From an optimization exercise on the open Yosys and OpenROAD flow, aimed at small area, a short achievable clock period and few clock cycles; shortcuts taken in it are not production practice.
At most, simulation tests tie the RTL to the original design; equivalence was not proved.
For run 1, only the layout was checked, not whether the RTL still works.
Power is estimated from default activity; no workload was simulated.

==> design.v <==
`timescale 1ns / 1ps
module fmultiplier(
    input  wire        clk,
    input  wire        rst,
    input  wire        valid,       
    input  wire [31:0] a,
    input  wire [31:0] b,
    output reg  [31:0] z,
    output reg         out_valid    
);
    function automatic [4:0] msb23(input [22:0] x);
        integer i;
        begin
            msb23 = 5'd0;
            for (i = 0; i < 23; i = i + 1)
                if (x[i]) msb23 = i[4:0];
        end
    endfunction
    function automatic [4:0] tz24(input [23:0] x);
        integer i;
        reg found;
        begin
            tz24 = 5'd24;
            found = 1'b0;
            for (i = 0; i < 24; i = i + 1)
                if (!found && x[i]) begin
                    tz24 = i[4:0];
                    found = 1'b1;
                end
        end
    endfunction
    wire        sa = a[31], sb = b[31];
    wire [7:0]  ea = a[30:23], eb = b[30:23];
    wire [22:0] fa = a[22:0], fb = b[22:0];
    wire a_ez = (ea == 8'h00), b_ez = (eb == 8'h00);
    wire a_eo = (ea == 8'hFF), b_eo = (eb == 8'hFF);
    wire a_fz = (fa == 23'd0), b_fz = (fb == 23'd0);
    wire a_nan  = a_eo & ~a_fz, b_nan  = b_eo & ~b_fz;
    wire a_inf  = a_eo &  a_fz, b_inf  = b_eo &  b_fz;
    wire a_zero = a_ez &  a_fz, b_zero = b_ez &  b_fz;
    wire is_nan  = a_nan | b_nan | (a_inf & b_zero) | (b_inf & a_zero);
    wire is_inf  = a_inf | b_inf;
    wire is_zero = a_zero | b_zero;
    wire [23:0] ma = {~a_ez, fa};
    wire [23:0] mb = {~b_ez, fb};
    wire [7:0]  xa = {ea[7:1], ea[0] | a_ez};
    wire [7:0]  xb = {eb[7:1], eb[0] | b_ez};
    wire [26:0] yb = {2'b00, mb, 1'b0};
    wire [12:0] bn;               
    wire [24:0] bm0, bm1, bm2, bm3, bm4, bm5, bm6, bm7, bm8, bm9, bm10, bm11, bm12;
    wire [24:0] bmx [0:12];
    genvar gi;
    generate
        for (gi = 0; gi < 13; gi = gi + 1) begin : g_booth
            wire d2 = yb[2*gi+2], d1 = yb[2*gi+1], d0 = yb[2*gi];
            wire one = d1 ^ d0;
            wire two = ~one & (d2 ^ d1);
            assign bn[gi] = d2;
            assign bmx[gi] = (({25{one}} & {1'b0, ma}) | ({25{two}} & {ma, 1'b0})) ^ {25{bn[gi]}};
        end
    endgenerate
    assign bm0 = bmx[0];   assign bm1 = bmx[1];   assign bm2 = bmx[2];
    assign bm3 = bmx[3];   assign bm4 = bmx[4];   assign bm5 = bmx[5];
    assign bm6 = bmx[6];   assign bm7 = bmx[7];   assign bm8 = bmx[8];
    assign bm9 = bmx[9];   assign bm10 = bmx[10]; assign bm11 = bmx[11];
    assign bm12 = bmx[12];
    wire hs0, hc0;
    fmul_ha u_ha0 (.a(bn[8]), .b(bm0[16]), .s(hs0), .co(hc0));
    wire hs1, hc1;
    fmul_ha u_ha1 (.a(bm0[17]), .b(bm1[15]), .s(hs1), .co(hc1));
    wire fs0, fc0;
    fmul_fa u_fa0 (.a(bn[9]), .b(bm0[18]), .c(bm1[16]), .s(fs0), .co(fc0));
    wire hs2, hc2;
    fmul_ha u_ha2 (.a(bm2[14]), .b(bm3[12]), .s(hs2), .co(hc2));
    wire fs1, fc1;
    fmul_fa u_fa1 (.a(bm0[19]), .b(bm1[17]), .c(bm2[15]), .s(fs1), .co(fc1));
    wire hs3, hc3;
    fmul_ha u_ha3 (.a(bm3[13]), .b(bm4[11]), .s(hs3), .co(hc3));
    wire fs2, fc2;
    fmul_fa u_fa2 (.a(bn[10]), .b(bm0[20]), .c(bm1[18]), .s(fs2), .co(fc2));
    wire fs3, fc3;
    fmul_fa u_fa3 (.a(bm2[16]), .b(bm3[14]), .c(bm4[12]), .s(fs3), .co(fc3));
    wire hs4, hc4;
    fmul_ha u_ha4 (.a(bm5[10]), .b(bm6[8]), .s(hs4), .co(hc4));
    wire fs4, fc4;
    fmul_fa u_fa4 (.a(bm0[21]), .b(bm1[19]), .c(bm2[17]), .s(fs4), .co(fc4));
    wire fs5, fc5;
    fmul_fa u_fa5 (.a(bm3[15]), .b(bm4[13]), .c(bm5[11]), .s(fs5), .co(fc5));
    wire hs5, hc5;
    fmul_ha u_ha5 (.a(bm6[9]), .b(bm7[7]), .s(hs5), .co(hc5));
    wire fs6, fc6;
    fmul_fa u_fa6 (.a(bn[11]), .b(bm0[22]), .c(bm1[20]), .s(fs6), .co(fc6));
    wire fs7, fc7;
    fmul_fa u_fa7 (.a(bm2[18]), .b(bm3[16]), .c(bm4[14]), .s(fs7), .co(fc7));
    wire fs8, fc8;
    fmul_fa u_fa8 (.a(bm5[12]), .b(bm6[10]), .c(bm7[8]), .s(fs8), .co(fc8));
    wire hs6, hc6;
    fmul_ha u_ha6 (.a(bm8[6]), .b(bm9[4]), .s(hs6), .co(hc6));
    wire fs9, fc9;
    fmul_fa u_fa9 (.a(bm0[23]), .b(bm1[21]), .c(bm2[19]), .s(fs9), .co(fc9));
    wire fs10, fc10;
    fmul_fa u_fa10 (.a(bm3[17]), .b(bm4[15]), .c(bm5[13]), .s(fs10), .co(fc10));
    wire fs11, fc11;
    fmul_fa u_fa11 (.a(bm6[11]), .b(bm7[9]), .c(bm8[7]), .s(fs11), .co(fc11));
    wire hs7, hc7;
    fmul_ha u_ha7 (.a(bm9[5]), .b(bm10[3]), .s(hs7), .co(hc7));
    wire fs12, fc12;
    fmul_fa u_fa12 (.a(bm0[24]), .b(bm1[22]), .c(bm2[20]), .s(fs12), .co(fc12));
    wire fs13, fc13;
    fmul_fa u_fa13 (.a(bm3[18]), .b(bm4[16]), .c(bm5[14]), .s(fs13), .co(fc13));
    wire fs14, fc14;
    fmul_fa u_fa14 (.a(bm6[12]), .b(bm7[10]), .c(bm8[8]), .s(fs14), .co(fc14));
    wire fs15, fc15;
    fmul_fa u_fa15 (.a(bm9[6]), .b(bm10[4]), .c(bm11[2]), .s(fs15), .co(fc15));
    wire fs16, fc16;
    fmul_fa u_fa16 (.a(bn[0]), .b(bm1[23]), .c(bm2[21]), .s(fs16), .co(fc16));
    wire fs17, fc17;
    fmul_fa u_fa17 (.a(bm3[19]), .b(bm4[17]), .c(bm5[15]), .s(fs17), .co(fc17));
    wire fs18, fc18;
    fmul_fa u_fa18 (.a(bm6[13]), .b(bm7[11]), .c(bm8[9]), .s(fs18), .co(fc18));
    wire fs19, fc19;
    fmul_fa u_fa19 (.a(bm9[7]), .b(bm10[5]), .c(bm11[3]), .s(fs19), .co(fc19));
    wire fs20, fc20;
    fmul_fa u_fa20 (.a(bn[0]), .b(bm1[24]), .c(bm2[22]), .s(fs20), .co(fc20));
    wire fs21, fc21;
    fmul_fa u_fa21 (.a(bm3[20]), .b(bm4[18]), .c(bm5[16]), .s(fs21), .co(fc21));
    wire fs22, fc22;
    fmul_fa u_fa22 (.a(bm6[14]), .b(bm7[12]), .c(bm8[10]), .s(fs22), .co(fc22));
    wire fs23, fc23;
    fmul_fa u_fa23 (.a(bm9[8]), .b(bm10[6]), .c(bm11[4]), .s(fs23), .co(fc23));
    wire fs24, fc24;
    fmul_fa u_fa24 (.a(~bn[0]), .b(~bn[1]), .c(bm2[23]), .s(fs24), .co(fc24));
    wire fs25, fc25;
    fmul_fa u_fa25 (.a(bm3[21]), .b(bm4[19]), .c(bm5[17]), .s(fs25), .co(fc25));
    wire fs26, fc26;
    fmul_fa u_fa26 (.a(bm6[15]), .b(bm7[13]), .c(bm8[11]), .s(fs26), .co(fc26));
    wire fs27, fc27;
    fmul_fa u_fa27 (.a(bm9[9]), .b(bm10[7]), .c(bm11[5]), .s(fs27), .co(fc27));
    wire fs28, fc28;
    fmul_fa u_fa28 (.a(1'b1), .b(bm2[24]), .c(bm3[22]), .s(fs28), .co(fc28));
    wire fs29, fc29;
    fmul_fa u_fa29 (.a(bm4[20]), .b(bm5[18]), .c(bm6[16]), .s(fs29), .co(fc29));
    wire fs30, fc30;
    fmul_fa u_fa30 (.a(bm7[14]), .b(bm8[12]), .c(bm9[10]), .s(fs30), .co(fc30));
    wire hs8, hc8;
    fmul_ha u_ha8 (.a(bm10[8]), .b(bm11[6]), .s(hs8), .co(hc8));
    wire fs31, fc31;
    fmul_fa u_fa31 (.a(~bn[2]), .b(bm3[23]), .c(bm4[21]), .s(fs31), .co(fc31));
    wire fs32, fc32;
    fmul_fa u_fa32 (.a(bm5[19]), .b(bm6[17]), .c(bm7[15]), .s(fs32), .co(fc32));
    wire fs33, fc33;
    fmul_fa u_fa33 (.a(bm8[13]), .b(bm9[11]), .c(bm10[9]), .s(fs33), .co(fc33));
    wire fs34, fc34;
    fmul_fa u_fa34 (.a(1'b1), .b(bm3[24]), .c(bm4[22]), .s(fs34), .co(fc34));
    wire fs35, fc35;
    fmul_fa u_fa35 (.a(bm5[20]), .b(bm6[18]), .c(bm7[16]), .s(fs35), .co(fc35));
    wire hs9, hc9;
    fmul_ha u_ha9 (.a(bm8[14]), .b(bm9[12]), .s(hs9), .co(hc9));
    wire fs36, fc36;
    fmul_fa u_fa36 (.a(~bn[3]), .b(bm4[23]), .c(bm5[21]), .s(fs36), .co(fc36));
    wire fs37, fc37;
    fmul_fa u_fa37 (.a(bm6[19]), .b(bm7[17]), .c(bm8[15]), .s(fs37), .co(fc37));
    wire fs38, fc38;
    fmul_fa u_fa38 (.a(1'b1), .b(bm4[24]), .c(bm5[22]), .s(fs38), .co(fc38));
    wire hs10, hc10;
    fmul_ha u_ha10 (.a(bm6[20]), .b(bm7[18]), .s(hs10), .co(hc10));
    wire fs39, fc39;
    fmul_fa u_fa39 (.a(~bn[4]), .b(bm5[23]), .c(bm6[21]), .s(fs39), .co(fc39));
    wire hs11, hc11;
    fmul_ha u_ha11 (.a(1'b1), .b(bm5[24]), .s(hs11), .co(hc11));
    wire hs12, hc12;
    fmul_ha u_ha12 (.a(bn[5]), .b(bm0[10]), .s(hs12), .co(hc12));
    wire hs13, hc13;
    fmul_ha u_ha13 (.a(bm0[11]), .b(bm1[9]), .s(hs13), .co(hc13));
    wire fs40, fc40;
    fmul_fa u_fa40 (.a(bn[6]), .b(bm0[12]), .c(bm1[10]), .s(fs40), .co(fc40));
    wire hs14, hc14;
    fmul_ha u_ha14 (.a(bm2[8]), .b(bm3[6]), .s(hs14), .co(hc14));
    wire fs41, fc41;
    fmul_fa u_fa41 (.a(bm0[13]), .b(bm1[11]), .c(bm2[9]), .s(fs41), .co(fc41));
    wire hs15, hc15;
    fmul_ha u_ha15 (.a(bm3[7]), .b(bm4[5]), .s(hs15), .co(hc15));
    wire fs42, fc42;
    fmul_fa u_fa42 (.a(bn[7]), .b(bm0[14]), .c(bm1[12]), .s(fs42), .co(fc42));
    wire fs43, fc43;
    fmul_fa u_fa43 (.a(bm2[10]), .b(bm3[8]), .c(bm4[6]), .s(fs43), .co(fc43));
    wire hs16, hc16;
    fmul_ha u_ha16 (.a(bm5[4]), .b(bm6[2]), .s(hs16), .co(hc16));
    wire fs44, fc44;
    fmul_fa u_fa44 (.a(bm0[15]), .b(bm1[13]), .c(bm2[11]), .s(fs44), .co(fc44));
    wire fs45, fc45;
    fmul_fa u_fa45 (.a(bm3[9]), .b(bm4[7]), .c(bm5[5]), .s(fs45), .co(fc45));
    wire hs17, hc17;
    fmul_ha u_ha17 (.a(bm6[3]), .b(bm7[1]), .s(hs17), .co(hc17));
    wire fs46, fc46;
    fmul_fa u_fa46 (.a(bm1[14]), .b(bm2[12]), .c(bm3[10]), .s(fs46), .co(fc46));
    wire fs47, fc47;
    fmul_fa u_fa47 (.a(bm4[8]), .b(bm5[6]), .c(bm6[4]), .s(fs47), .co(fc47));
    wire fs48, fc48;
    fmul_fa u_fa48 (.a(bm7[2]), .b(bm8[0]), .c(hs0), .s(fs48), .co(fc48));
    wire fs49, fc49;
    fmul_fa u_fa49 (.a(bm2[13]), .b(bm3[11]), .c(bm4[9]), .s(fs49), .co(fc49));
    wire fs50, fc50;
    fmul_fa u_fa50 (.a(bm5[7]), .b(bm6[5]), .c(bm7[3]), .s(fs50), .co(fc50));
    wire fs51, fc51;
    fmul_fa u_fa51 (.a(bm8[1]), .b(hc0), .c(hs1), .s(fs51), .co(fc51));
    wire fs52, fc52;
    fmul_fa u_fa52 (.a(bm4[10]), .b(bm5[8]), .c(bm6[6]), .s(fs52), .co(fc52));
    wire fs53, fc53;
    fmul_fa u_fa53 (.a(bm7[4]), .b(bm8[2]), .c(bm9[0]), .s(fs53), .co(fc53));
    wire fs54, fc54;
    fmul_fa u_fa54 (.a(hc1), .b(hs2), .c(fs0), .s(fs54), .co(fc54));
    wire fs55, fc55;
    fmul_fa u_fa55 (.a(bm5[9]), .b(bm6[7]), .c(bm7[5]), .s(fs55), .co(fc55));
    wire fs56, fc56;
    fmul_fa u_fa56 (.a(bm8[3]), .b(bm9[1]), .c(hc2), .s(fs56), .co(fc56));
    wire fs57, fc57;
    fmul_fa u_fa57 (.a(hs3), .b(fc0), .c(fs1), .s(fs57), .co(fc57));
    wire fs58, fc58;
    fmul_fa u_fa58 (.a(bm7[6]), .b(bm8[4]), .c(bm9[2]), .s(fs58), .co(fc58));
    wire fs59, fc59;
    fmul_fa u_fa59 (.a(bm10[0]), .b(hc3), .c(hs4), .s(fs59), .co(fc59));
    wire fs60, fc60;
    fmul_fa u_fa60 (.a(fc1), .b(fs2), .c(fs3), .s(fs60), .co(fc60));
    wire fs61, fc61;
    fmul_fa u_fa61 (.a(bm8[5]), .b(bm9[3]), .c(bm10[1]), .s(fs61), .co(fc61));
    wire fs62, fc62;
    fmul_fa u_fa62 (.a(hc4), .b(hs5), .c(fc2), .s(fs62), .co(fc62));
    wire fs63, fc63;
    fmul_fa u_fa63 (.a(fc3), .b(fs4), .c(fs5), .s(fs63), .co(fc63));
    wire fs64, fc64;
    fmul_fa u_fa64 (.a(bm10[2]), .b(bm11[0]), .c(hc5), .s(fs64), .co(fc64));
    wire fs65, fc65;
    fmul_fa u_fa65 (.a(hs6), .b(fc4), .c(fc5), .s(fs65), .co(fc65));
    wire fs66, fc66;
    fmul_fa u_fa66 (.a(fs6), .b(fs7), .c(fs8), .s(fs66), .co(fc66));
    wire fs67, fc67;
    fmul_fa u_fa67 (.a(bm11[1]), .b(hc6), .c(hs7), .s(fs67), .co(fc67));
    wire fs68, fc68;
    fmul_fa u_fa68 (.a(fc6), .b(fc7), .c(fc8), .s(fs68), .co(fc68));
    wire fs69, fc69;
    fmul_fa u_fa69 (.a(fs9), .b(fs10), .c(fs11), .s(fs69), .co(fc69));
    wire fs70, fc70;
    fmul_fa u_fa70 (.a(bm12[0]), .b(hc7), .c(fc9), .s(fs70), .co(fc70));
    wire fs71, fc71;
    fmul_fa u_fa71 (.a(fc10), .b(fc11), .c(fs12), .s(fs71), .co(fc71));
    wire fs72, fc72;
    fmul_fa u_fa72 (.a(fs13), .b(fs14), .c(fs15), .s(fs72), .co(fc72));
    wire fs73, fc73;
    fmul_fa u_fa73 (.a(bm12[1]), .b(fc12), .c(fc13), .s(fs73), .co(fc73));
    wire fs74, fc74;
    fmul_fa u_fa74 (.a(fc14), .b(fc15), .c(fs16), .s(fs74), .co(fc74));
    wire fs75, fc75;
    fmul_fa u_fa75 (.a(fs17), .b(fs18), .c(fs19), .s(fs75), .co(fc75));
    wire fs76, fc76;
    fmul_fa u_fa76 (.a(bm12[2]), .b(fc16), .c(fc17), .s(fs76), .co(fc76));
    wire fs77, fc77;
    fmul_fa u_fa77 (.a(fc18), .b(fc19), .c(fs20), .s(fs77), .co(fc77));
    wire fs78, fc78;
    fmul_fa u_fa78 (.a(fs21), .b(fs22), .c(fs23), .s(fs78), .co(fc78));
    wire fs79, fc79;
    fmul_fa u_fa79 (.a(bm12[3]), .b(fc20), .c(fc21), .s(fs79), .co(fc79));
    wire fs80, fc80;
    fmul_fa u_fa80 (.a(fc22), .b(fc23), .c(fs24), .s(fs80), .co(fc80));
    wire fs81, fc81;
    fmul_fa u_fa81 (.a(fs25), .b(fs26), .c(fs27), .s(fs81), .co(fc81));
    wire fs82, fc82;
    fmul_fa u_fa82 (.a(bm12[4]), .b(hs8), .c(fc24), .s(fs82), .co(fc82));
    wire fs83, fc83;
    fmul_fa u_fa83 (.a(fc25), .b(fc26), .c(fc27), .s(fs83), .co(fc83));
    wire fs84, fc84;
    fmul_fa u_fa84 (.a(fs28), .b(fs29), .c(fs30), .s(fs84), .co(fc84));
    wire fs85, fc85;
    fmul_fa u_fa85 (.a(bm11[7]), .b(bm12[5]), .c(hc8), .s(fs85), .co(fc85));
    wire fs86, fc86;
    fmul_fa u_fa86 (.a(fc28), .b(fc29), .c(fc30), .s(fs86), .co(fc86));
    wire fs87, fc87;
    fmul_fa u_fa87 (.a(fs31), .b(fs32), .c(fs33), .s(fs87), .co(fc87));
    wire fs88, fc88;
    fmul_fa u_fa88 (.a(bm10[10]), .b(bm11[8]), .c(bm12[6]), .s(fs88), .co(fc88));
    wire fs89, fc89;
    fmul_fa u_fa89 (.a(hs9), .b(fc31), .c(fc32), .s(fs89), .co(fc89));
    wire fs90, fc90;
    fmul_fa u_fa90 (.a(fc33), .b(fs34), .c(fs35), .s(fs90), .co(fc90));
    wire fs91, fc91;
    fmul_fa u_fa91 (.a(bm9[13]), .b(bm10[11]), .c(bm11[9]), .s(fs91), .co(fc91));
    wire fs92, fc92;
    fmul_fa u_fa92 (.a(bm12[7]), .b(hc9), .c(fc34), .s(fs92), .co(fc92));
    wire fs93, fc93;
    fmul_fa u_fa93 (.a(fc35), .b(fs36), .c(fs37), .s(fs93), .co(fc93));
    wire fs94, fc94;
    fmul_fa u_fa94 (.a(bm8[16]), .b(bm9[14]), .c(bm10[12]), .s(fs94), .co(fc94));
    wire fs95, fc95;
    fmul_fa u_fa95 (.a(bm11[10]), .b(bm12[8]), .c(hs10), .s(fs95), .co(fc95));
    wire fs96, fc96;
    fmul_fa u_fa96 (.a(fc36), .b(fc37), .c(fs38), .s(fs96), .co(fc96));
    wire fs97, fc97;
    fmul_fa u_fa97 (.a(bm7[19]), .b(bm8[17]), .c(bm9[15]), .s(fs97), .co(fc97));
    wire fs98, fc98;
    fmul_fa u_fa98 (.a(bm10[13]), .b(bm11[11]), .c(bm12[9]), .s(fs98), .co(fc98));
    wire fs99, fc99;
    fmul_fa u_fa99 (.a(hc10), .b(fc38), .c(fs39), .s(fs99), .co(fc99));
    wire fs100, fc100;
    fmul_fa u_fa100 (.a(bm6[22]), .b(bm7[20]), .c(bm8[18]), .s(fs100), .co(fc100));
    wire fs101, fc101;
    fmul_fa u_fa101 (.a(bm9[16]), .b(bm10[14]), .c(bm11[12]), .s(fs101), .co(fc101));
    wire fs102, fc102;
    fmul_fa u_fa102 (.a(bm12[10]), .b(hs11), .c(fc39), .s(fs102), .co(fc102));
    wire fs103, fc103;
    fmul_fa u_fa103 (.a(~bn[5]), .b(bm6[23]), .c(bm7[21]), .s(fs103), .co(fc103));
    wire fs104, fc104;
    fmul_fa u_fa104 (.a(bm8[19]), .b(bm9[17]), .c(bm10[15]), .s(fs104), .co(fc104));
    wire fs105, fc105;
    fmul_fa u_fa105 (.a(bm11[13]), .b(bm12[11]), .c(hc11), .s(fs105), .co(fc105));
    wire fs106, fc106;
    fmul_fa u_fa106 (.a(1'b1), .b(bm6[24]), .c(bm7[22]), .s(fs106), .co(fc106));
    wire fs107, fc107;
    fmul_fa u_fa107 (.a(bm8[20]), .b(bm9[18]), .c(bm10[16]), .s(fs107), .co(fc107));
    wire hs18, hc18;
    fmul_ha u_ha18 (.a(bm11[14]), .b(bm12[12]), .s(hs18), .co(hc18));
    wire fs108, fc108;
    fmul_fa u_fa108 (.a(~bn[6]), .b(bm7[23]), .c(bm8[21]), .s(fs108), .co(fc108));
    wire fs109, fc109;
    fmul_fa u_fa109 (.a(bm9[19]), .b(bm10[17]), .c(bm11[15]), .s(fs109), .co(fc109));
    wire fs110, fc110;
    fmul_fa u_fa110 (.a(1'b1), .b(bm7[24]), .c(bm8[22]), .s(fs110), .co(fc110));
    wire hs19, hc19;
    fmul_ha u_ha19 (.a(bm9[20]), .b(bm10[18]), .s(hs19), .co(hc19));
    wire fs111, fc111;
    fmul_fa u_fa111 (.a(~bn[7]), .b(bm8[23]), .c(bm9[21]), .s(fs111), .co(fc111));
    wire hs20, hc20;
    fmul_ha u_ha20 (.a(1'b1), .b(bm8[24]), .s(hs20), .co(hc20));
    wire hs21, hc21;
    fmul_ha u_ha21 (.a(bn[3]), .b(bm0[6]), .s(hs21), .co(hc21));
    wire hs22, hc22;
    fmul_ha u_ha22 (.a(bm0[7]), .b(bm1[5]), .s(hs22), .co(hc22));
    wire fs112, fc112;
    fmul_fa u_fa112 (.a(bn[4]), .b(bm0[8]), .c(bm1[6]), .s(fs112), .co(fc112));
    wire hs23, hc23;
    fmul_ha u_ha23 (.a(bm2[4]), .b(bm3[2]), .s(hs23), .co(hc23));
    wire fs113, fc113;
    fmul_fa u_fa113 (.a(bm0[9]), .b(bm1[7]), .c(bm2[5]), .s(fs113), .co(fc113));
    wire hs24, hc24;
    fmul_ha u_ha24 (.a(bm3[3]), .b(bm4[1]), .s(hs24), .co(hc24));
    wire fs114, fc114;
    fmul_fa u_fa114 (.a(bm1[8]), .b(bm2[6]), .c(bm3[4]), .s(fs114), .co(fc114));
    wire fs115, fc115;
    fmul_fa u_fa115 (.a(bm4[2]), .b(bm5[0]), .c(hs12), .s(fs115), .co(fc115));
    wire fs116, fc116;
    fmul_fa u_fa116 (.a(bm2[7]), .b(bm3[5]), .c(bm4[3]), .s(fs116), .co(fc116));
    wire fs117, fc117;
    fmul_fa u_fa117 (.a(bm5[1]), .b(hc12), .c(hs13), .s(fs117), .co(fc117));
    wire fs118, fc118;
    fmul_fa u_fa118 (.a(bm4[4]), .b(bm5[2]), .c(bm6[0]), .s(fs118), .co(fc118));
    wire fs119, fc119;
    fmul_fa u_fa119 (.a(hc13), .b(hs14), .c(fs40), .s(fs119), .co(fc119));
    wire fs120, fc120;
    fmul_fa u_fa120 (.a(bm5[3]), .b(bm6[1]), .c(hc14), .s(fs120), .co(fc120));
    wire fs121, fc121;
    fmul_fa u_fa121 (.a(hs15), .b(fc40), .c(fs41), .s(fs121), .co(fc121));
    wire fs122, fc122;
    fmul_fa u_fa122 (.a(bm7[0]), .b(hc15), .c(hs16), .s(fs122), .co(fc122));
    wire fs123, fc123;
    fmul_fa u_fa123 (.a(fc41), .b(fs42), .c(fs43), .s(fs123), .co(fc123));
    wire fs124, fc124;
    fmul_fa u_fa124 (.a(hc16), .b(hs17), .c(fc42), .s(fs124), .co(fc124));
    wire fs125, fc125;
    fmul_fa u_fa125 (.a(fc43), .b(fs44), .c(fs45), .s(fs125), .co(fc125));
    wire fs126, fc126;
    fmul_fa u_fa126 (.a(hc17), .b(fc44), .c(fc45), .s(fs126), .co(fc126));
    wire fs127, fc127;
    fmul_fa u_fa127 (.a(fs46), .b(fs47), .c(fs48), .s(fs127), .co(fc127));
    wire fs128, fc128;
    fmul_fa u_fa128 (.a(fc46), .b(fc47), .c(fs49), .s(fs128), .co(fc128));
    wire fs129, fc129;
    fmul_fa u_fa129 (.a(fs50), .b(fc48), .c(fs51), .s(fs129), .co(fc129));
    wire fs130, fc130;
    fmul_fa u_fa130 (.a(fc49), .b(fc50), .c(fs52), .s(fs130), .co(fc130));
    wire fs131, fc131;
    fmul_fa u_fa131 (.a(fs53), .b(fc51), .c(fs54), .s(fs131), .co(fc131));
    wire fs132, fc132;
    fmul_fa u_fa132 (.a(fc52), .b(fc53), .c(fs55), .s(fs132), .co(fc132));
    wire fs133, fc133;
    fmul_fa u_fa133 (.a(fs56), .b(fc54), .c(fs57), .s(fs133), .co(fc133));
    wire fs134, fc134;
    fmul_fa u_fa134 (.a(fc55), .b(fs58), .c(fc56), .s(fs134), .co(fc134));
    wire fs135, fc135;
    fmul_fa u_fa135 (.a(fs59), .b(fc57), .c(fs60), .s(fs135), .co(fc135));
    wire fs136, fc136;
    fmul_fa u_fa136 (.a(fc58), .b(fs61), .c(fc59), .s(fs136), .co(fc136));
    wire fs137, fc137;
    fmul_fa u_fa137 (.a(fc60), .b(fs62), .c(fs63), .s(fs137), .co(fc137));
    wire fs138, fc138;
    fmul_fa u_fa138 (.a(fc61), .b(fs64), .c(fc62), .s(fs138), .co(fc138));
    wire fs139, fc139;
    fmul_fa u_fa139 (.a(fc63), .b(fs65), .c(fs66), .s(fs139), .co(fc139));
    wire fs140, fc140;
    fmul_fa u_fa140 (.a(fc64), .b(fs67), .c(fc65), .s(fs140), .co(fc140));
    wire fs141, fc141;
    fmul_fa u_fa141 (.a(fc66), .b(fs68), .c(fs69), .s(fs141), .co(fc141));
    wire fs142, fc142;
    fmul_fa u_fa142 (.a(fc67), .b(fc68), .c(fc69), .s(fs142), .co(fc142));
    wire fs143, fc143;
    fmul_fa u_fa143 (.a(fs70), .b(fs71), .c(fs72), .s(fs143), .co(fc143));
    wire fs144, fc144;
    fmul_fa u_fa144 (.a(fc70), .b(fc71), .c(fc72), .s(fs144), .co(fc144));
    wire fs145, fc145;
    fmul_fa u_fa145 (.a(fs73), .b(fs74), .c(fs75), .s(fs145), .co(fc145));
    wire fs146, fc146;
    fmul_fa u_fa146 (.a(fc73), .b(fc74), .c(fc75), .s(fs146), .co(fc146));
    wire fs147, fc147;
    fmul_fa u_fa147 (.a(fs76), .b(fs77), .c(fs78), .s(fs147), .co(fc147));
    wire fs148, fc148;
    fmul_fa u_fa148 (.a(fc76), .b(fc77), .c(fc78), .s(fs148), .co(fc148));
    wire fs149, fc149;
    fmul_fa u_fa149 (.a(fs79), .b(fs80), .c(fs81), .s(fs149), .co(fc149));
    wire fs150, fc150;
    fmul_fa u_fa150 (.a(fc79), .b(fc80), .c(fc81), .s(fs150), .co(fc150));
    wire fs151, fc151;
    fmul_fa u_fa151 (.a(fs82), .b(fs83), .c(fs84), .s(fs151), .co(fc151));
    wire fs152, fc152;
    fmul_fa u_fa152 (.a(fs85), .b(fc82), .c(fc83), .s(fs152), .co(fc152));
    wire fs153, fc153;
    fmul_fa u_fa153 (.a(fc84), .b(fs86), .c(fs87), .s(fs153), .co(fc153));
    wire fs154, fc154;
    fmul_fa u_fa154 (.a(fs88), .b(fc85), .c(fc86), .s(fs154), .co(fc154));
    wire fs155, fc155;
    fmul_fa u_fa155 (.a(fc87), .b(fs89), .c(fs90), .s(fs155), .co(fc155));
    wire fs156, fc156;
    fmul_fa u_fa156 (.a(fc88), .b(fs91), .c(fc89), .s(fs156), .co(fc156));
    wire fs157, fc157;
    fmul_fa u_fa157 (.a(fc90), .b(fs92), .c(fs93), .s(fs157), .co(fc157));
    wire fs158, fc158;
    fmul_fa u_fa158 (.a(fc91), .b(fs94), .c(fs95), .s(fs158), .co(fc158));
    wire fs159, fc159;
    fmul_fa u_fa159 (.a(fc92), .b(fc93), .c(fs96), .s(fs159), .co(fc159));
    wire fs160, fc160;
    fmul_fa u_fa160 (.a(fc94), .b(fs97), .c(fs98), .s(fs160), .co(fc160));
    wire fs161, fc161;
    fmul_fa u_fa161 (.a(fc95), .b(fc96), .c(fs99), .s(fs161), .co(fc161));
    wire fs162, fc162;
    fmul_fa u_fa162 (.a(fc97), .b(fc98), .c(fs100), .s(fs162), .co(fc162));
    wire fs163, fc163;
    fmul_fa u_fa163 (.a(fs101), .b(fc99), .c(fs102), .s(fs163), .co(fc163));
    wire fs164, fc164;
    fmul_fa u_fa164 (.a(fc100), .b(fc101), .c(fs103), .s(fs164), .co(fc164));
    wire fs165, fc165;
    fmul_fa u_fa165 (.a(fs104), .b(fs105), .c(fc102), .s(fs165), .co(fc165));
    wire fs166, fc166;
    fmul_fa u_fa166 (.a(hs18), .b(fc103), .c(fc104), .s(fs166), .co(fc166));
    wire fs167, fc167;
    fmul_fa u_fa167 (.a(fs106), .b(fs107), .c(fc105), .s(fs167), .co(fc167));
    wire fs168, fc168;
    fmul_fa u_fa168 (.a(bm12[13]), .b(hc18), .c(fc106), .s(fs168), .co(fc168));
    wire fs169, fc169;
    fmul_fa u_fa169 (.a(fc107), .b(fs108), .c(fs109), .s(fs169), .co(fc169));
    wire fs170, fc170;
    fmul_fa u_fa170 (.a(bm11[16]), .b(bm12[14]), .c(hs19), .s(fs170), .co(fc170));
    wire fs171, fc171;
    fmul_fa u_fa171 (.a(fc108), .b(fc109), .c(fs110), .s(fs171), .co(fc171));
    wire fs172, fc172;
    fmul_fa u_fa172 (.a(bm10[19]), .b(bm11[17]), .c(bm12[15]), .s(fs172), .co(fc172));
    wire fs173, fc173;
    fmul_fa u_fa173 (.a(hc19), .b(fc110), .c(fs111), .s(fs173), .co(fc173));
    wire fs174, fc174;
    fmul_fa u_fa174 (.a(bm9[22]), .b(bm10[20]), .c(bm11[18]), .s(fs174), .co(fc174));
    wire fs175, fc175;
    fmul_fa u_fa175 (.a(bm12[16]), .b(hs20), .c(fc111), .s(fs175), .co(fc175));
    wire fs176, fc176;
    fmul_fa u_fa176 (.a(~bn[8]), .b(bm9[23]), .c(bm10[21]), .s(fs176), .co(fc176));
    wire fs177, fc177;
    fmul_fa u_fa177 (.a(bm11[19]), .b(bm12[17]), .c(hc20), .s(fs177), .co(fc177));
    wire fs178, fc178;
    fmul_fa u_fa178 (.a(1'b1), .b(bm9[24]), .c(bm10[22]), .s(fs178), .co(fc178));
    wire hs25, hc25;
    fmul_ha u_ha25 (.a(bm11[20]), .b(bm12[18]), .s(hs25), .co(hc25));
    wire fs179, fc179;
    fmul_fa u_fa179 (.a(~bn[9]), .b(bm10[23]), .c(bm11[21]), .s(fs179), .co(fc179));
    wire hs26, hc26;
    fmul_ha u_ha26 (.a(1'b1), .b(bm10[24]), .s(hs26), .co(hc26));
    wire hs27, hc27;
    fmul_ha u_ha27 (.a(bn[2]), .b(bm0[4]), .s(hs27), .co(hc27));
    wire hs28, hc28;
    fmul_ha u_ha28 (.a(bm0[5]), .b(bm1[3]), .s(hs28), .co(hc28));
    wire fs180, fc180;
    fmul_fa u_fa180 (.a(bm1[4]), .b(bm2[2]), .c(bm3[0]), .s(fs180), .co(fc180));
    wire fs181, fc181;
    fmul_fa u_fa181 (.a(bm2[3]), .b(bm3[1]), .c(hc21), .s(fs181), .co(fc181));
    wire fs182, fc182;
    fmul_fa u_fa182 (.a(bm4[0]), .b(hc22), .c(hs23), .s(fs182), .co(fc182));
    wire fs183, fc183;
    fmul_fa u_fa183 (.a(hc23), .b(hs24), .c(fc112), .s(fs183), .co(fc183));
    wire fs184, fc184;
    fmul_fa u_fa184 (.a(hc24), .b(fc113), .c(fs114), .s(fs184), .co(fc184));
    wire fs185, fc185;
    fmul_fa u_fa185 (.a(fc114), .b(fs116), .c(fc115), .s(fs185), .co(fc185));
    wire fs186, fc186;
    fmul_fa u_fa186 (.a(fc116), .b(fs118), .c(fc117), .s(fs186), .co(fc186));
    wire fs187, fc187;
    fmul_fa u_fa187 (.a(fc118), .b(fs120), .c(fc119), .s(fs187), .co(fc187));
    wire fs188, fc188;
    fmul_fa u_fa188 (.a(fc120), .b(fs122), .c(fc121), .s(fs188), .co(fc188));
    wire fs189, fc189;
    fmul_fa u_fa189 (.a(fc122), .b(fc123), .c(fs124), .s(fs189), .co(fc189));
    wire fs190, fc190;
    fmul_fa u_fa190 (.a(fc124), .b(fc125), .c(fs126), .s(fs190), .co(fc190));
    wire fs191, fc191;
    fmul_fa u_fa191 (.a(fc126), .b(fs128), .c(fc127), .s(fs191), .co(fc191));
    wire fs192, fc192;
    fmul_fa u_fa192 (.a(fc128), .b(fs130), .c(fc129), .s(fs192), .co(fc192));
    wire fs193, fc193;
    fmul_fa u_fa193 (.a(fc130), .b(fs132), .c(fc131), .s(fs193), .co(fc193));
    wire fs194, fc194;
    fmul_fa u_fa194 (.a(fc132), .b(fs134), .c(fc133), .s(fs194), .co(fc194));
    wire fs195, fc195;
    fmul_fa u_fa195 (.a(fc134), .b(fs136), .c(fc135), .s(fs195), .co(fc195));
    wire fs196, fc196;
    fmul_fa u_fa196 (.a(fc136), .b(fs138), .c(fc137), .s(fs196), .co(fc196));
    wire fs197, fc197;
    fmul_fa u_fa197 (.a(fc138), .b(fs140), .c(fc139), .s(fs197), .co(fc197));
    wire fs198, fc198;
    fmul_fa u_fa198 (.a(fc140), .b(fc141), .c(fs142), .s(fs198), .co(fc198));
    wire fs199, fc199;
    fmul_fa u_fa199 (.a(fc142), .b(fc143), .c(fs144), .s(fs199), .co(fc199));
    wire fs200, fc200;
    fmul_fa u_fa200 (.a(fc144), .b(fc145), .c(fs146), .s(fs200), .co(fc200));
    wire fs201, fc201;
    fmul_fa u_fa201 (.a(fc146), .b(fc147), .c(fs148), .s(fs201), .co(fc201));
    wire fs202, fc202;
    fmul_fa u_fa202 (.a(fc148), .b(fc149), .c(fs150), .s(fs202), .co(fc202));
    wire fs203, fc203;
    fmul_fa u_fa203 (.a(fc150), .b(fs152), .c(fc151), .s(fs203), .co(fc203));
    wire fs204, fc204;
    fmul_fa u_fa204 (.a(fc152), .b(fs154), .c(fc153), .s(fs204), .co(fc204));
    wire fs205, fc205;
    fmul_fa u_fa205 (.a(fc154), .b(fs156), .c(fc155), .s(fs205), .co(fc205));
    wire fs206, fc206;
    fmul_fa u_fa206 (.a(fs158), .b(fc156), .c(fc157), .s(fs206), .co(fc206));
    wire fs207, fc207;
    fmul_fa u_fa207 (.a(fs160), .b(fc158), .c(fc159), .s(fs207), .co(fc207));
    wire fs208, fc208;
    fmul_fa u_fa208 (.a(fc160), .b(fs162), .c(fc161), .s(fs208), .co(fc208));
    wire fs209, fc209;
    fmul_fa u_fa209 (.a(fc162), .b(fs164), .c(fc163), .s(fs209), .co(fc209));
    wire fs210, fc210;
    fmul_fa u_fa210 (.a(fc164), .b(fs166), .c(fs167), .s(fs210), .co(fc210));
    wire fs211, fc211;
    fmul_fa u_fa211 (.a(fc166), .b(fs168), .c(fs169), .s(fs211), .co(fc211));
    wire fs212, fc212;
    fmul_fa u_fa212 (.a(fs170), .b(fc168), .c(fc169), .s(fs212), .co(fc212));
    wire fs213, fc213;
    fmul_fa u_fa213 (.a(fs172), .b(fc170), .c(fc171), .s(fs213), .co(fc213));
    wire fs214, fc214;
    fmul_fa u_fa214 (.a(fc172), .b(fs174), .c(fc173), .s(fs214), .co(fc214));
    wire fs215, fc215;
    fmul_fa u_fa215 (.a(fc174), .b(fs176), .c(fs177), .s(fs215), .co(fc215));
    wire fs216, fc216;
    fmul_fa u_fa216 (.a(hs25), .b(fc176), .c(fs178), .s(fs216), .co(fc216));
    wire fs217, fc217;
    fmul_fa u_fa217 (.a(bm12[19]), .b(hc25), .c(fc178), .s(fs217), .co(fc217));
    wire fs218, fc218;
    fmul_fa u_fa218 (.a(bm11[22]), .b(bm12[20]), .c(hs26), .s(fs218), .co(fc218));
    wire fs219, fc219;
    fmul_fa u_fa219 (.a(~bn[10]), .b(bm11[23]), .c(bm12[21]), .s(fs219), .co(fc219));
    wire hs29, hc29;
    fmul_ha u_ha29 (.a(1'b1), .b(bm11[24]), .s(hs29), .co(hc29));
    wire hs30, hc30;
    fmul_ha u_ha30 (.a(bn[1]), .b(bm0[2]), .s(hs30), .co(hc30));
    wire hs31, hc31;
    fmul_ha u_ha31 (.a(bm0[3]), .b(bm1[1]), .s(hs31), .co(hc31));
    wire fs220, fc220;
    fmul_fa u_fa220 (.a(bm1[2]), .b(bm2[0]), .c(hs27), .s(fs220), .co(fc220));
    wire fs221, fc221;
    fmul_fa u_fa221 (.a(bm2[1]), .b(hc27), .c(hs28), .s(fs221), .co(fc221));
    wire fs222, fc222;
    fmul_fa u_fa222 (.a(hc28), .b(hs21), .c(fs180), .s(fs222), .co(fc222));
    wire fs223, fc223;
    fmul_fa u_fa223 (.a(hs22), .b(fc180), .c(fs181), .s(fs223), .co(fc223));
    wire fs224, fc224;
    fmul_fa u_fa224 (.a(fs112), .b(fc181), .c(fs182), .s(fs224), .co(fc224));
    wire fs225, fc225;
    fmul_fa u_fa225 (.a(fs113), .b(fc182), .c(fs183), .s(fs225), .co(fc225));
    wire fs226, fc226;
    fmul_fa u_fa226 (.a(fs115), .b(fc183), .c(fs184), .s(fs226), .co(fc226));
    wire fs227, fc227;
    fmul_fa u_fa227 (.a(fs117), .b(fc184), .c(fs185), .s(fs227), .co(fc227));
    wire fs228, fc228;
    fmul_fa u_fa228 (.a(fs119), .b(fc185), .c(fs186), .s(fs228), .co(fc228));
    wire fs229, fc229;
    fmul_fa u_fa229 (.a(fs121), .b(fc186), .c(fs187), .s(fs229), .co(fc229));
    wire fs230, fc230;
    fmul_fa u_fa230 (.a(fs123), .b(fc187), .c(fs188), .s(fs230), .co(fc230));
    wire fs231, fc231;
    fmul_fa u_fa231 (.a(fs125), .b(fc188), .c(fs189), .s(fs231), .co(fc231));
    wire fs232, fc232;
    fmul_fa u_fa232 (.a(fs127), .b(fc189), .c(fs190), .s(fs232), .co(fc232));
    wire fs233, fc233;
    fmul_fa u_fa233 (.a(fs129), .b(fc190), .c(fs191), .s(fs233), .co(fc233));
    wire fs234, fc234;
    fmul_fa u_fa234 (.a(fs131), .b(fc191), .c(fs192), .s(fs234), .co(fc234));
    wire fs235, fc235;
    fmul_fa u_fa235 (.a(fs133), .b(fc192), .c(fs193), .s(fs235), .co(fc235));
    wire fs236, fc236;
    fmul_fa u_fa236 (.a(fs135), .b(fc193), .c(fs194), .s(fs236), .co(fc236));
    wire fs237, fc237;
    fmul_fa u_fa237 (.a(fs137), .b(fc194), .c(fs195), .s(fs237), .co(fc237));
    wire fs238, fc238;
    fmul_fa u_fa238 (.a(fs139), .b(fc195), .c(fs196), .s(fs238), .co(fc238));
    wire fs239, fc239;
    fmul_fa u_fa239 (.a(fs141), .b(fc196), .c(fs197), .s(fs239), .co(fc239));
    wire fs240, fc240;
    fmul_fa u_fa240 (.a(fs143), .b(fc197), .c(fs198), .s(fs240), .co(fc240));
    wire fs241, fc241;
    fmul_fa u_fa241 (.a(fs145), .b(fc198), .c(fs199), .s(fs241), .co(fc241));
    wire fs242, fc242;
    fmul_fa u_fa242 (.a(fs147), .b(fc199), .c(fs200), .s(fs242), .co(fc242));
    wire fs243, fc243;
    fmul_fa u_fa243 (.a(fs149), .b(fc200), .c(fs201), .s(fs243), .co(fc243));
    wire fs244, fc244;
    fmul_fa u_fa244 (.a(fs151), .b(fc201), .c(fs202), .s(fs244), .co(fc244));
    wire fs245, fc245;
    fmul_fa u_fa245 (.a(fs153), .b(fc202), .c(fs203), .s(fs245), .co(fc245));
    wire fs246, fc246;
    fmul_fa u_fa246 (.a(fs155), .b(fc203), .c(fs204), .s(fs246), .co(fc246));
    wire fs247, fc247;
    fmul_fa u_fa247 (.a(fs157), .b(fc204), .c(fs205), .s(fs247), .co(fc247));
    wire fs248, fc248;
    fmul_fa u_fa248 (.a(fs159), .b(fc205), .c(fs206), .s(fs248), .co(fc248));
    wire fs249, fc249;
    fmul_fa u_fa249 (.a(fs161), .b(fc206), .c(fs207), .s(fs249), .co(fc249));
    wire fs250, fc250;
    fmul_fa u_fa250 (.a(fs163), .b(fc207), .c(fs208), .s(fs250), .co(fc250));
    wire fs251, fc251;
    fmul_fa u_fa251 (.a(fs165), .b(fs209), .c(fc208), .s(fs251), .co(fc251));
    wire fs252, fc252;
    fmul_fa u_fa252 (.a(fc165), .b(fs210), .c(fc209), .s(fs252), .co(fc252));
    wire fs253, fc253;
    fmul_fa u_fa253 (.a(fc167), .b(fs211), .c(fc210), .s(fs253), .co(fc253));
    wire fs254, fc254;
    fmul_fa u_fa254 (.a(fs171), .b(fc211), .c(fs212), .s(fs254), .co(fc254));
    wire fs255, fc255;
    fmul_fa u_fa255 (.a(fs173), .b(fc212), .c(fs213), .s(fs255), .co(fc255));
    wire fs256, fc256;
    fmul_fa u_fa256 (.a(fs175), .b(fc213), .c(fs214), .s(fs256), .co(fc256));
    wire fs257, fc257;
    fmul_fa u_fa257 (.a(fc175), .b(fs215), .c(fc214), .s(fs257), .co(fc257));
    wire fs258, fc258;
    fmul_fa u_fa258 (.a(fc177), .b(fs216), .c(fc215), .s(fs258), .co(fc258));
    wire fs259, fc259;
    fmul_fa u_fa259 (.a(fs179), .b(fc216), .c(fs217), .s(fs259), .co(fc259));
    wire fs260, fc260;
    fmul_fa u_fa260 (.a(fc179), .b(fs218), .c(fc217), .s(fs260), .co(fc260));
    wire fs261, fc261;
    fmul_fa u_fa261 (.a(hc26), .b(fs219), .c(fc218), .s(fs261), .co(fc261));
    wire fs262, fc262;
    fmul_fa u_fa262 (.a(bm12[22]), .b(hs29), .c(fc219), .s(fs262), .co(fc262));
    wire fs263, fc263;
    fmul_fa u_fa263 (.a(~bn[11]), .b(bm12[23]), .c(hc29), .s(fs263), .co(fc263));
    wire [47:0] s_row = {fs263, fs262, fs261, fc259, fs259, fs258, fs257, fc255, fc254, fs254, fs253, fs252, fc250, fc249, fc248, fc247, fc246, fc245, fc244, fc243, fc242, fc241, fc240, fc239, fc238, fc237, fc236, fc235, fc234, fc233, fc232, fc231, fc230, fc229, fc228, fc227, fc226, fc225, fc224, fc223, fc222, fc221, fc220, hc31, hc30, bm1[0], bm0[1], bn[0]};
    wire [47:0] c_row = {fc262, fc261, fc260, fs260, fc258, fc257, fc256, fs256, fs255, fc253, fc252, fc251, fs251, fs250, fs249, fs248, fs247, fs246, fs245, fs244, fs243, fs242, fs241, fs240, fs239, fs238, fs237, fs236, fs235, fs234, fs233, fs232, fs231, fs230, fs229, fs228, fs227, fs226, fs225, fs224, fs223, fs222, fs221, fs220, hs31, hs30, 1'b0, bm0[0]};
    wire [4:0]  ka  = msb23(fa), kb = msb23(fb);    
    wire [5:0]  tzs = tz24(ma) + tz24(mb);          
    wire [8:0]  xs  = {1'b0, xa} + {1'b0, xb};
    wire signed [10:0] u_nn = $signed({2'b00, xs}) - 11'sd128;
    wire signed [10:0] u_an = $signed({3'b000, xb}) + $signed({6'd0, ka}) - 11'sd150;
    wire signed [10:0] u_bn = $signed({3'b000, xa}) + $signed({6'd0, kb}) - 11'sd150;
    wire signed [10:0] u  = a_ez ? u_an : (b_ez ? u_bn : u_nn);
    wire        nrm = ~u[10];                       
    wire [4:0]  t1  = a_ez ? ka : (b_ez ? kb : 5'd23);    
    wire signed [10:0] t2 = 11'sd151 - $signed({2'b00, xs});    
    wire        t2big = (xs < 9'd88);               
    wire [5:0]  t2c = t2big ? 6'd63 : t2[5:0];
    wire [5:0]  tsh = nrm ? {1'b0, t1} : t2c;       
    wire [7:0]  e_0 = nrm ? u[7:0] : 8'd0;          
    wire        ovf_hi = nrm & (u >= 11'sd254);
    wire        ovf_eq = nrm & (u == 11'sd253);
    wire        special = is_nan | is_inf | is_zero;
    wire        slow = ~special & (a_ez | b_ez | u_nn[10]);
    localparam K = 16;
    wire [K:0]  p_lo = {1'b0, s_row[K-1:0]} + {1'b0, c_row[K-1:0]};
    reg [47:K] r_s, r_c;
    reg [K-1:0] r_plo;
    reg        r_cy;
    reg [5:0]  r_tsh;
    reg [5:0]  r_tzs;
    reg [7:0]  r_e0;
    reg        r_ovh, r_ove, r_sz, r_nan, r_inf, r_zero, r_slow;
    reg        r_v1;              
    reg        r_v2;              
    reg [47:22] r_q;              
    wire        hold = r_v1 & r_slow;
    always @(posedge clk) begin
        r_s    <= s_row[47:K];
        r_c    <= c_row[47:K];
        r_plo  <= p_lo[K-1:0];
        r_cy   <= p_lo[K];
    end
    always @(posedge clk) begin
        if (!hold) begin
            r_e0   <= e_0;
            r_tsh  <= tsh;
            r_tzs  <= tzs;
            r_ovh  <= ovf_hi & ~is_zero;
            r_ove  <= ovf_eq & ~is_zero;
            r_sz   <= sa ^ sb;
            r_nan  <= is_nan;
            r_inf  <= is_inf;
            r_zero <= is_zero;
            r_slow <= slow;
        end
    end
    always @(posedge clk or posedge rst) begin
        if (rst) begin
            r_v1 <= 1'b0;
            r_v2 <= 1'b0;
        end else begin
            r_v1 <= valid;
            r_v2 <= r_v1 & r_slow;
        end
    end
    wire [47:K] p_hi = r_s + r_c + {{(47-K){1'b0}}, r_cy};
    wire [47:0] p = {p_hi, r_plo};
    wire [70:0] x  = {p, 23'd0};
    wire [70:0] qx = x >> r_tsh;
    always @(posedge clk) r_q <= qx[47:22];
    wire [47:22] q = r_v2 ? r_q : p[47:22];
    wire [7:0]  e_1 = r_e0 + 8'd1;
    wire [7:0]  e_2 = r_e0 + 8'd2;
    wire        st1 = (r_tzs < r_tsh);
    wire        st0 = (r_tzs + 6'd1 < r_tsh);
    wire        inc_h = q[23] & (st1 | q[24]);
    wire [30:0] pk_h0 = {e_2, q[46:24]};
    wire [30:0] pk_h1 = pk_h0 + 31'd1;
    wire [30:0] pk_h  = inc_h ? pk_h1 : pk_h0;
    wire        inc_l = q[22] & (st0 | q[23]);
    wire [30:0] pk_l0 = {(q[46] ? e_1 : r_e0), q[45:23]};
    wire [30:0] pk_l1 = pk_l0 + 31'd1;
    wire [30:0] pk_l  = inc_l ? pk_l1 : pk_l0;
    wire [30:0] pk    = q[47] ? pk_h : pk_l;
    wire        ovf   = r_ovh | (r_ove & q[47]);
    always @(*) out_valid = (r_v1 & ~r_slow) | r_v2;
    always @(*) begin
        if (r_nan)
            z = 32'h7FC0_0000;
        else if (r_inf | ovf)
            z = {r_sz, 8'hFF, 23'd0};
        else if (r_zero)
            z = {r_sz, 31'd0};
        else
            z = {r_sz, pk};
    end
endmodule
module fmul_fa(input wire a, input wire b, input wire c, output wire s, output wire co);
    assign s  = a ^ b ^ c;
    assign co = (a & b) | (a & c) | (b & c);
endmodule
module fmul_ha(input wire a, input wire b, output wire s, output wire co);
    assign s  = a ^ b;
    assign co = a & b;
endmodule
==> flow/run.sh <==
#!/bin/bash
# Standard layout, with the ports buffered by buf cells instead of the delay
# buffer that buffer_ports picks by default.
export BUFFER_PORTS_ARGS="-buffer_cell sky130_fd_sc_hd__buf_2"
bash standard.sh > standard.log 2>&1
==> standard.sh <==
#!/bin/bash
# synth_recipe.tcl (not shown) runs the flow's synth.tcl, then flattens the netlist and writes it again
# the make line also repeats each setting of config.mk as NAME=value (left out here)
make -C /OpenROAD-flow-scripts/flow DESIGN_CONFIG=/design/flow/config.mk WORK_HOME=/design/flow/orfs CLKGATE_MAP_FILE= SYNTH_SCRIPT=/design/flow/synth_recipe.tcl "${@:-finish}"
==> config.mk <==
export PLATFORM = sky130hd
export DESIGN_NAME = fmultiplier
export DESIGN_NICKNAME = fmultiplier
export VERILOG_FILES = /design/flow/design.v
export SDC_FILE = /design/flow/constraint.sdc
export NUM_CORES = 4
export LEC_CHECK = 0
export ABC_AREA = 1
export CAP_MARGIN = 20
export CORE_MARGIN = 2
export CORE_UTILIZATION = 40
export PLACE_DENSITY = 0.6
export SETUP_SLACK_MARGIN = 4.0
export SLEW_MARGIN = 20
export SYNTH_HIERARCHICAL = 1
==> constraint.sdc <==
create_clock -name core_clock -period 10.0 [get_ports {clk}]
set_input_delay 2.0000 -clock core_clock [delete_from_list [all_inputs] [get_ports {clk}]]
set_output_delay 2.0000 -clock core_clock [all_outputs]
set_load 0.01 [all_outputs]
==> results of run 1 <==
## repair_timing
action / 4_1_cts / 5_1_grt
pin swaps: 6 / 27
cloned: 0 / 6
buffers inserted: 5 / 35
endpoints found under the setup margin: 95 / 66
gates resized for setup: 59 / 152
## how the worst max path moves through the flow
stage | end | slack, ps
floorplan | r_plo[15] | 4020
global placement | r_cy | 2620
detailed placement | r_cy | 2600
CTS | z[30] | 3970
global route | r_cy | 3960
finish | r_plo[15] | 4090
## Yosys stat by module, one instance, submodules excluded
module       copies in the design  flops+latches
fmul_ha                        32              0
fmultiplier                     1            136
fmul_fa                       264              0
## sequential cells by signal, summed over array words and instances, names as in the netlist, 6 cells and up
register  cells
r_c          32
r_s          32
r_q          26
r_plo        16
r_e0          8
r_tsh         6
r_tzs         6
## through the flow
stage               cells  utilization [%]
floorplan            3627                -
global placement     4449             42.4
detailed placement   4449             42.4
CTS                  4486             43.7
global route         4527             45.2
finish               4528             45.2
## layout by cell type, fill, tap and decap left out, types with 9 or more instances in the layout
master and count:
a21oi_1 99, a31oi_1 10, buf_12 9, buf_2 95
buf_4 90, clkbuf_16 22, clkinv_1 19, conb_1 10
dfxtp_1 107, edfxtp_1 27, fa_1 267, ha_1 138
ha_2 9, inv_1 334, inv_2 12, mux2i_1 13
nand2_1 775, nand2_2 36, nand2_4 11, nand3_1 274
nand3_2 19, nand3b_1 11, nand4_1 32, nor2_1 243
nor2_2 22, nor2_4 23, nor3_1 23, o211ai_1 15
o21ai_0 130, o21ai_1 9, o21bai_1 9, o22ai_1 278
or2_2 15, xnor2_1 16, xor2_1 340
## metal layers
layer | vias up | track usage [%] | wire length (um)
met5 | - | 0 | 13
met4 | 2 | 13.7 | 5300
met3 | 263 | 4.87 | 8410
met2 | 1283 | 44.8 | 42500
met1 | 12200 | 38.3 | 40200
li1 | 12000 | - | -
## report_power, final
| group | switching, W | internal (W) | total [W] |
|---|---|---|---|
| combinational | 0.00570 | 0.00328 | 0.00898 |
| sequential | 0.000121 | 0.000917 | 0.00104 |
| clock | 0.000276 | 0.000355 | 0.000631 |
## kinds of logic after synthesis
| kind of cell | after synthesis | synth area share [%] |
|---|---|---|
| flip-flops | 136 | 11.6 |
| adder cells (fa/ha/maj) | 420 | 28.2 |
| other | 1 | 0.0145 |
| buffers and inverters | 577 | 8.51 |
| multiplexers | 13 | 0.504 |
| XOR/XNOR | 359 | 12.2 |
| AO/OA/AOI/OAI | 602 | 13.8 |
| AND/OR/NAND/NOR | 1510 | 25.1 |
## final cells by class
cell class / instances / share of cell area (%)
inverters: 377 / 5.04
multi-input cells: 2914 / 73.3
well taps: 855 / 3.69
diodes: 1 / 0.00864
flip-flops and latches: 136 / 10.4
repair inverters: 1 / 0.0173
repair buffers: 212 / 5.54
clock inverters: 13 / 0.471
clock buffers: 19 / 1.53
## worst max-delay path, stage by stage
cell and delay, ps:
clkbuf_4 270, inv_1 220, ha_1 330, nand2_2 220, buf_6 240, o22ai_1 100, xor2_1 170, ha_1 340
fa_1 450, fa_1 510, fa_1 440, ha_1 350, nand2_1 100, nor2_1 50, a211oi_1 150, o21ai_0 130
xor2_1 160
==> notes.md, run 1 <==
Crit Path Max Fanout=16; WL final=96.4 mm; Skew-Pair Late Insertion Delay=470 ps; most common cell in the synthesized netlist=nand2_1; via count=25700; DRT iter0 DRCs=2707; crit path time final=5910 ps; clk_skew=between 15 and 20 ps; area of the core=64100 sq um; Setup CP Type=input pin to flop; Worst setup SP type=input pin; max-cap viol count=0; grt total ovfl=0; Die Wd=258 um; # IOs=100; DR vias/cell=between 5 and 6; WHS=slightly above 800 ps; average routed wire per standard cell=about 21 um; syn_area_per_cell=7.13 sq um; Post-Syn Area=25800 sq um; overall power=0.0106 W; layout net count=slightly above 4000; hold path depth=2; FF+latch area=3000 sq um; Critical path origin=b[9]; VDD IR-drop max=0.216 mV; RSZ-0062 raised after global routing=yes; Ys Warns=7; Seq/Total Area, Yosys=11.6%; Synth async-reset ratio=1.47%; Die H=around 260 um; min-delay worst type=flop to flop; fraction of layout cells with a size suffix above 1=12.1%; critical path arrival=6250 ps; reg2reg setup slack=between 6000 and 7000 ps; pre-CTS setup slack=2600 ps; reg2reg path depth=19; Final period util=59.1%; Filler Cell Count=6501; Area growth syn-to-layout=12.2%; Commonest cells post-synth=nand2_1 (807), inv_1 (342), xor2_1 (341), nand3_1 (291), o22ai_1 (284); Fin. Hold Viols=0; TritonCTS Buffers=17; drt pass-1 iters=6; antenna violations before repair=2; clock buffer depth=2; dominant cell type by area after synthesis=fa_1; cts-stage hold buffer count=0; synthesized flop and latch total=between 100 and 150; H-tree Lvls=4; Area contributors post-synth=fa_1 (21%), nand2_1 (12%), xor2_1 (12%), dfxtp_1 (8.3%), ha_1 (7.3%); Die ar.=around 67000 sq um; Root Buffer=clkbuf_16; pwr/cell area=367 nW/um^2; GRT Util Overall=28.6%; Syn Inst Count=3618; Post-DP Area=27200 sq um; Synth Flop Type=dfxtp_1; # port buffers=99; Slew Limit Fails=0; Rows=93; # DRC=0; DP Wirelength=72.2 mm; r2r startpoint=r_s[24]; Required @ worst endpoint=10340 ps; clk sink count=between 100 and 150; final worst slack=between 4000 and 5000 ps; TNS Setup=0 ps; fmax=~170 MHz; Setup violations, final=0; post-synth cell types=59; Final Cell Area=29000 sq um; relative slew slack=23.2%; global placement routability congestion=1.00; Hold EP=r_q[47]; number of global-route vias before repair=24500; HP Start=r_tsh[4]; area taken by multi-input logic gates=21300 sq um; critical path endpoint category=flop; Worst R2R End=r_q[44]; DRT antenna net count=0; CTS tree=yes; Starting Density=40.3%; worst slew pin tran=1140 ps; clock slew at the register clock pins of the worst setup and hold paths=60 ps; status=finished clean; largest net degree at the start of global routing=57; Pleak=13.3 nW; global-route wire length before repair=between 100 and 150 mm; top-area cell type share of the netlist area=20.9%; Post-synth EDFFs=27
==> run 2, diff against run 1 <==
--- a/design.v
+++ b/design.v
@@ -675,7 +675,8 @@
     wire        ovf_hi = nrm & (u >= 11'sd254);
     wire        ovf_eq = nrm & (u == 11'sd253);
     wire        special = is_nan | is_inf | is_zero;
-    wire        slow = ~special & (a_ez | b_ez | u_nn[10]);
+    wire        uf = (xs < 9'd103);                 
+    wire        slow = ~special & ~uf & (a_ez | b_ez | u_nn[10]);
     localparam K = 16;
     wire [K:0]  p_lo = {1'b0, s_row[K-1:0]} + {1'b0, c_row[K-1:0]};
     reg [47:K] r_s, r_c;
@@ -705,7 +706,7 @@
             r_sz   <= sa ^ sb;
             r_nan  <= is_nan;
             r_inf  <= is_inf;
-            r_zero <= is_zero;
+            r_zero <= is_zero | uf;
             r_slow <= slow;
         end
     end
--- a/config.mk
+++ b/config.mk
@@ -10,6 +10,6 @@
 export CORE_MARGIN = 2
 export CORE_UTILIZATION = 40
 export PLACE_DENSITY = 0.6
-export SETUP_SLACK_MARGIN = 4.0
+export SETUP_SLACK_MARGIN = 3.7
 export SLEW_MARGIN = 20
 export SYNTH_HIERARCHICAL = 1
==> run 2 against run 1 <==
- register-to-register slack worse by 210 ps
- critical path depth unchanged
- area after synthesis up 1.5%
- cell count up 0.27%
- via count up 0.66%
- clock power up 2%
- synthesized cell count up 1.2%
- worst setup slack worse by 330 ps
- clock-buffer cell count down 2
- critical endpoint unchanged
- largest cell class unchanged
- highest routed layer is now met4
==> notes.md, run 2 <==
status=finished clean; pre-CTS setup slack=2520 ps (-78.8 ps); hold path depth=2 (unchanged); met3 usage=5.51% (+0.64 points); Root Buffer=clkbuf_16; DRT iter0 DRCs=2861 (+5.7%); antenna violations before repair=1 (-1); top-area cell type share of the netlist area=20.6% (-0.30 points); clock slew at the register clock pins of the worst setup and hold paths=80 ps (+20 ps); Final Cell Area=28500 sq um (-1.5%); Final period util=62.4% (+3.3 points); HP Start=r_v1; Syn Inst Count=3663 (+1.2%); Crit Path Max Fanout=24 (+8); reg2reg setup slack=6620 ps (-210 ps); overall power=0.0107 W (+0.86%); Post-synth EDFFs=27 (unchanged); Area contributors post-synth=fa_1 (21%), xor2_1 (11%), nand2_1 (11%), dfxtp_1 (8.2%), ha_1 (7.3%); post-synth cell types=67 (+14%); Worst R2R End=r_q[46]; CTS tree=yes; Commonest cells post-synth=nand2_1 (796), inv_1 (347), xor2_1 (342), nand3_1 (299), o22ai_1 (281); GR Util met2=44.3% (-0.45 points); layout net count=4160 (+0.34%); Skew-Pair Late Insertion Delay=460 ps (about the same); DP Wirelength=73.5 mm (+1.8%); Rows=93 (unchanged); WL final=99.1 mm (+2.9%); Worst setup SP type=input pin; pwr/cell area=376 nW/um^2 (+2.4%); most frequent cells in the layout=nand2_1 (786), inv_1 (344), xor2_1 (342); worst slew pin tran=1090 ps (-56.8 ps); # port buffers=99 (unchanged); DRT antenna net count=0 (unchanged); synthesized flop and latch total=136 (unchanged); VDD IR-drop max=0.201 mV (-7.2%); commonest non-fill, non-tap cell in the layout=nand2_1; most common cell in the synthesized netlist=nand2_1; critical path endpoint category=flop; crit path time final=6240 ps (+327 ps); Fin. Hold Viols=0 (unchanged); final worst slack=3760 ps (-327 ps); fmax=160 MHz (-5.3%); dominant cell type by area after synthesis=fa_1; RSZ-0062 raised after global routing=yes; syn_area_per_cell=7.15 sq um (+0.21%); clock buffer depth=2 (unchanged); relative slew slack=27.6% (+4.4 points); Die H=260 um (+0.72%); largest net degree at the start of global routing=60 (+5.3%); max-cap viol count=0 (unchanged); area of the core=64600 sq um (+0.73%); Die ar.=67500 sq um (+1.4%); Die Wd=260 um (+0.72%); global placement routability congestion=0.989 (-1.1%); Setup CP Type=input pin to flop; number of global-route vias before repair=24800 (+1.3%); # DRC=0 (unchanged); clk sink count=136 (unchanged); WHS=609 ps (-221 ps); cts-stage hold buffer count=0 (unchanged); H-tree Lvls=4 (unchanged); GRT Util Overall=29.2% (+0.57 points); Post-Syn Area=26200 sq um (+1.5%); Pleak=13.3 nW (about the same); GRT met1 Usage=39.3% (+1.1 points); Synth async-reset ratio=1.47% (unchanged); TNS Setup=0 ps (unchanged); GRT busiest layer=met2; min-delay worst type=flop to flop; Setup violations, final=0 (unchanged); average routed wire per standard cell=21.8 um (+2.6%); grt total ovfl=0 (unchanged); TritonCTS Buffers=17 (unchanged); crit path cell chain=clkbuf_4, inv_1, ha_1, nand2_1, buf_4, o22ai_1, xor2_1, ha_1, fa_1, fa_1, fa_1, ha_1, nand2_1, nor2_1, a211oi_1, o21ai_0, xor2_1; DR vias/cell=5.71 (+0.39%); critical path arrival=6570 ps (+320 ps); Post-DP Area=27600 sq um (+1.4%); Hold EP=r_v2; r2r startpoint=r_s[16]; Area growth syn-to-layout=8.98%; Slowest cell on crit path=fa_1; Required @ worst endpoint=10340 ps (about the same); Starting Density=40.6% (+0.29 points); global-route wire length before repair=150 mm (+2.6%); Synth Flop Type=dfxtp_1; # IOs=100 (unchanged); via count=25900 (+0.66%); reg2reg path depth=21 (+2); Slew Limit Fails=0 (unchanged); Largest stage delay, worst path=530 ps (+20 ps); Ys Warns=7 (unchanged); clk_skew=17.6 ps (-0.0906 ps); fraction of layout cells with a size suffix above 1=10.2% (-1.9 points); Largest regs=r_c (32), r_s (32), r_q (26); drt pass-1 iters=6 (unchanged); Seq/Total Area, Yosys=11.5% (-0.17 points)
==> run 2: cell types whose count changed after synthesis, sizes merged, moves of 6 or more <==
cell    before  now
nand2      824  835
clkbuf     153  159
nor3        25   19
nand3      299  307
o21ai      144  150
nor2       288  279
a31oi       10   16
inv        353  369
==> run 2: per-module statistics from Yosys (local to each module, per instance) <==
module       copies in the design  cells inside  cell area [sq um]
fmultiplier                     1          3367              20500
fmul_fa                       264             1               20.0
fmul_ha                        32             1               12.5
==> run 2: power breakdown <==
part           switching (W)  internal, W  total [W]
Combinational        0.00585      0.00319    0.00904
Sequential          0.000130     0.000923    0.00105
Clock               0.000308     0.000337   0.000644
Total                0.00629      0.00445     0.0107
==> run 2: metal layers <==
metal,wire (um),part of all wire [%]
met1,41800,42
met2,42600,43
met3,9130,9.2
met4,5620,5.7
met5,0,0
==> run 2: critical path, delay by kind of cell <==
kind	cells	cell delay [ps]
adders and majority gates	6	2570
buffers and inverters	3	960
AOI/OAI and AO/OA	3	440
xor gates and xnor gates	2	310
and+or+nand+nor	3	260
==> run 2: per-stage QoR <==
step / utilization [%] / instances
floorplan: - / 3672
finish: 44.2 / 4540
CTS: 43.7 / 4526
detailed placement: 42.7 / 4489
global route: 44.2 / 4539
global placement: 42.7 / 4489
==> run 2: cell families after synthesis <==
kind of cell / share of synthesized area (%)
adders and majority gates: 27.9
AOI/OAI and AO/OA: 14.1
xor gates and xnor gates: 12.1
buffers and inverters: 8.66
and+or+nand+nor: 25.4
other: 0.0143
DFF: 11.5
muxes: 0.344
==> run 2: cell type report <==
| class | instances | area [sq um] |
|---|---|---|
| clock buffers | 17 | 425 |
| repair buffers | 181 | 1210 |
| multi-input cells | 2941 | 21200 |
| well taps | 855 | 1070 |
| flip-flops and latches | 136 | 3000 |
| inverters | 393 | 1500 |
| diodes | 1 | 2.50 |
| fillers | 6745 | 36000 |
| repair inverters | 1 | 5.00 |
| clock inverters | 15 | 179 |
==> run 2: how the worst max path moves through the flow <==
stage                       start         to  slack (ps)  depth (start not counted)
after floorplan              b[3]  r_plo[15]        3760                         17
after global placement       a[1]   r_tsh[1]        2650                         34
after detailed placement     a[1]   r_tsh[1]        2520                         34
after CTS                 r_s[16]      z[28]        3700                         26
after global routing      r_s[16]      z[28]        3610                         26
final                       b[11]  r_plo[15]        3760                         17
==> run 2: repair_timing <==
action / in CTS / in global routing
cloned: 2 / 0
setup endpoints to repair: 59 / 63
buffers inserted: 3 / 12
pin swaps: 3 / 5
resized for setup: 17 / 52
Testbench counts of run 2, summed over its fixed seeds: cycles 16,082.

==> what the ideal ports hide <==
In the flow no input, the clock included, has a driving cell. The finished layouts below were timed again as built, in two steps. Step 1: set_driving_cell puts a clkbuf_16 on clk and a buf_2 on each other input, an assumption about the parent block. Step 2 times the ports against the registers' clock, not the clock port: input delays grow and output delays shrink by t, the midpoint of the rising clock arrivals with the driver on. Slacks: ideal ports / drivers / drivers and shift; pairs: ideal ports / drivers.
| run | t, ns | setup WS [ns] | worst setup path after step 2 |
|---|---|---|---|
| run 1 | 0.527 | 4.092 / 4.111 / 3.584 | input to register |
| run 2 | 0.514 | 3.765 / 3.767 / 3.283 | input to register |
After both steps setup and hold are still met in every run listed. The setup slack of run 1, which loses most, moves by +0.019 ns with the drivers and by -0.508 ns with both steps.
